This design comes from an exercise in tuning for small area, a short achievable clock period and few clock cycles on the open sky130 flow, not from production work. In this exercise RTL edits were held to simulation tests only and were not proved equivalent to the original. Power figures rest on the tool's default switching activity, not on a simulated workload.

Design booth_mul64, start of the top module:
module booth_mul64(clk, reset_n, multiplier, multiplicand, op_start, op_clear, op_done, result);
export LEC_CHECK = 0
export CAP_MARGIN = 20
export CORE_MARGIN = 2
export CORE_UTILIZATION = 40
export SETUP_SLACK_MARGIN = 4.0
export SLEW_MARGIN = 20
create_clock -name core_clock -period 7.0 [get_ports {clk}]
standard.sh (not shown) runs the stock make flow with config.mk's settings and CLKGATE_MAP_FILE= SYNTH_SCRIPT=/design/flow/synth_recipe.tcl, a recipe that flattens the netlist after the stock synthesis.
==> flow/flow/run.sh <==
#!/bin/bash
# Layout flow: the standard flow, with the port buffers made of the
# smallest plain buffer instead of the default delay buffer, and a clock tree
# of fewer buffers without dummy loads.
set -o pipefail
export BUFFER_PORTS_ARGS="-buffer_cell sky130_fd_sc_hd__buf_1"
export CTS_ARGS="-sink_clustering_enable -repair_clock_nets -dont_use_dummy_load -buf_list sky130_fd_sc_hd__clkbuf_16 -sink_clustering_size 22 -sink_clustering_max_diameter 110"
bash standard.sh > standard.log 2>&1
Testbench counts at the start, summed over its fixed seeds: cycles 6,144.
Then changed:
==> flow/flow/run.sh (replaced) <==
#!/bin/bash
# Layout flow: the standard flow, with the port buffers made of the
# smallest plain buffer instead of the default delay buffer, and a clock tree
# of fewer, smaller buffers without dummy loads.
set -o pipefail
export BUFFER_PORTS_ARGS="-buffer_cell sky130_fd_sc_hd__buf_1"
export CTS_ARGS="-sink_clustering_enable -repair_clock_nets -dont_use_dummy_load -buf_list {sky130_fd_sc_hd__clkbuf_8 sky130_fd_sc_hd__clkbuf_16} -sink_clustering_size 20"
bash standard.sh > standard.log 2>&1
The new run produced a clean layout.
Count of clock-buffer cells in the layout climbs by 19.
Wire length stays flat.
Worst hold slack gets worse by 0.013 ns.
Clock skew is higher by 0.0069 ns.
First-iteration DRC count shrinks by 6.1%.
Maximum frequency came out higher by 0.89%.
Cell area rose by 1.9%.
Setup slack improved by 0.027 ns.
Sequential share of layout area fell by 0.54 points.
Core utilization came out higher by 0.90 points.
Cell count climbs by 0.69%.
Then changed:
==> flow/flow/run.sh (replaced) <==
#!/bin/bash
# Layout flow: the standard flow, with the port buffers made of the
# smallest plain buffer instead of the default delay buffer, a clock tree of
# fewer buffers without dummy loads, and no four-high transistor stacks
# (slow under load) among the cells the mapper and resizer may pick.
set -o pipefail
export BUFFER_PORTS_ARGS="-buffer_cell sky130_fd_sc_hd__buf_1"
export CTS_ARGS="-sink_clustering_enable -repair_clock_nets -dont_use_dummy_load -buf_list sky130_fd_sc_hd__clkbuf_16 -sink_clustering_size 22 -sink_clustering_max_diameter 110"
export DONT_USE_CELLS="sky130_fd_sc_hd__a2111o_1 sky130_fd_sc_hd__a2111o_2 sky130_fd_sc_hd__a2111o_4 sky130_fd_sc_hd__a2111oi_0 sky130_fd_sc_hd__a2111oi_1 sky130_fd_sc_hd__a2111oi_2 sky130_fd_sc_hd__a2111oi_4 sky130_fd_sc_hd__a41o_1 sky130_fd_sc_hd__a41o_2 sky130_fd_sc_hd__a41o_4 sky130_fd_sc_hd__a41oi_1 sky130_fd_sc_hd__a41oi_2 sky130_fd_sc_hd__a41oi_4 sky130_fd_sc_hd__nor4_1 sky130_fd_sc_hd__nor4_2 sky130_fd_sc_hd__nor4_4 sky130_fd_sc_hd__nor4b_1 sky130_fd_sc_hd__nor4b_2 sky130_fd_sc_hd__nor4b_4 sky130_fd_sc_hd__nor4bb_1 sky130_fd_sc_hd__nor4bb_2 sky130_fd_sc_hd__nor4bb_4 sky130_fd_sc_hd__o2111a_1 sky130_fd_sc_hd__o2111a_2 sky130_fd_sc_hd__o2111a_4 sky130_fd_sc_hd__o2111ai_1 sky130_fd_sc_hd__o2111ai_2 sky130_fd_sc_hd__o2111ai_4 sky130_fd_sc_hd__o41a_1 sky130_fd_sc_hd__o41a_2 sky130_fd_sc_hd__o41a_4 sky130_fd_sc_hd__o41ai_1 sky130_fd_sc_hd__o41ai_2 sky130_fd_sc_hd__o41ai_4 sky130_fd_sc_hd__or4_1 sky130_fd_sc_hd__or4_2 sky130_fd_sc_hd__or4_4 sky130_fd_sc_hd__or4b_1 sky130_fd_sc_hd__or4b_2 sky130_fd_sc_hd__or4b_4 sky130_fd_sc_hd__or4bb_1 sky130_fd_sc_hd__or4bb_2 sky130_fd_sc_hd__or4bb_4 "
bash standard.sh > standard.log 2>&1
The changed run finished with timing, DRC and antenna clean.
Maximum frequency went down by 0.88%.
Clock power went down by 34%.
Global-route usage went down by 0.21 points.
Setup slack loses 0.027 ns.
Synthesized cell count stays the same.
Combinational power barely changes.
Area after synthesis stays the same.
Hold slack gains 0.013 ns.
Wire length stays flat.
Then changed:
==> flow/flow/run.sh (replaced) <==
#!/bin/bash
# Layout flow: the standard flow, with the port buffers made of the
# smallest plain buffer instead of the default delay buffer, and a clock tree
# of fewer buffers without dummy loads.
set -o pipefail
export BUFFER_PORTS_ARGS="-buffer_cell sky130_fd_sc_hd__buf_1"
export CTS_ARGS="-sink_clustering_enable -repair_clock_nets -dont_use_dummy_load -buf_list sky130_fd_sc_hd__clkbuf_16 -sink_clustering_size 22 -sink_clustering_max_diameter 110"
bash standard.sh > standard.log 2>&1
--- a/flow/config.mk
+++ b/flow/config.mk
@@ -6,7 +6,8 @@
 export NUM_CORES = 4
 export LEC_CHECK = 0
+export ABC_AREA = 1
 export CAP_MARGIN = 20
 export CORE_MARGIN = 2
-export CORE_UTILIZATION = 40
+export CORE_UTILIZATION = 65
 export SETUP_SLACK_MARGIN = 4.0
 export SLEW_MARGIN = 20
=>
- routed wire length grows slightly
- sequential share of layout area shrinks by 0.12 points
- non-clock buffer count stays the same
- global-route usage grows by 15 points
- register-to-register slack is better by 0.08 ns

-- re-timing with driven ports --
No port has a modelled driver above. Below, the same layouts with a new extraction and two added sets of constraints.
Step 1 sets driving cells, clkbuf_16 on the clock port and buf_2 on the other inputs (assumed; they add their load-dependent delay and slew).
Step 2 moves the port delays by t, midway between the first and last clock arrival at a register: inputs arrive t later, outputs are due t later. That takes back most of the time a late clock gives input paths.
a / b / c = no drivers / after step 1 / after step 2; a / b = the first two.
| run | t (ns) | setup slack, ns | hold WS [ns] | worst setup path at the end | latest minus earliest clock arrival (ns) |
|---|---|---|---|---|---|
| the first run | 0.583 | 3.964 / 3.964 / 3.838 | 0.445 / 0.445 / 0.445 | input to register | 0.040 / 0.041 |
| the second run | 0.606 | 3.991 / 3.991 / 3.788 | 0.431 / 0.431 / 0.431 | input to register | 0.048 / 0.048 |
| the third run | 0.583 | 3.964 / 3.964 / 3.838 | 0.445 / 0.445 / 0.445 | input to register | 0.040 / 0.041 |
| the fourth run | 0.584 | 4.044 / 4.044 / 4.044 | 0.448 / 0.448 / 0.448 | register to register | 0.055 / 0.054 |
After both steps every run listed still meets setup and hold. For the second run, which loses most, drivers alone change the setup slack by 0.000 ns; drivers and shift together by -0.203 ns.
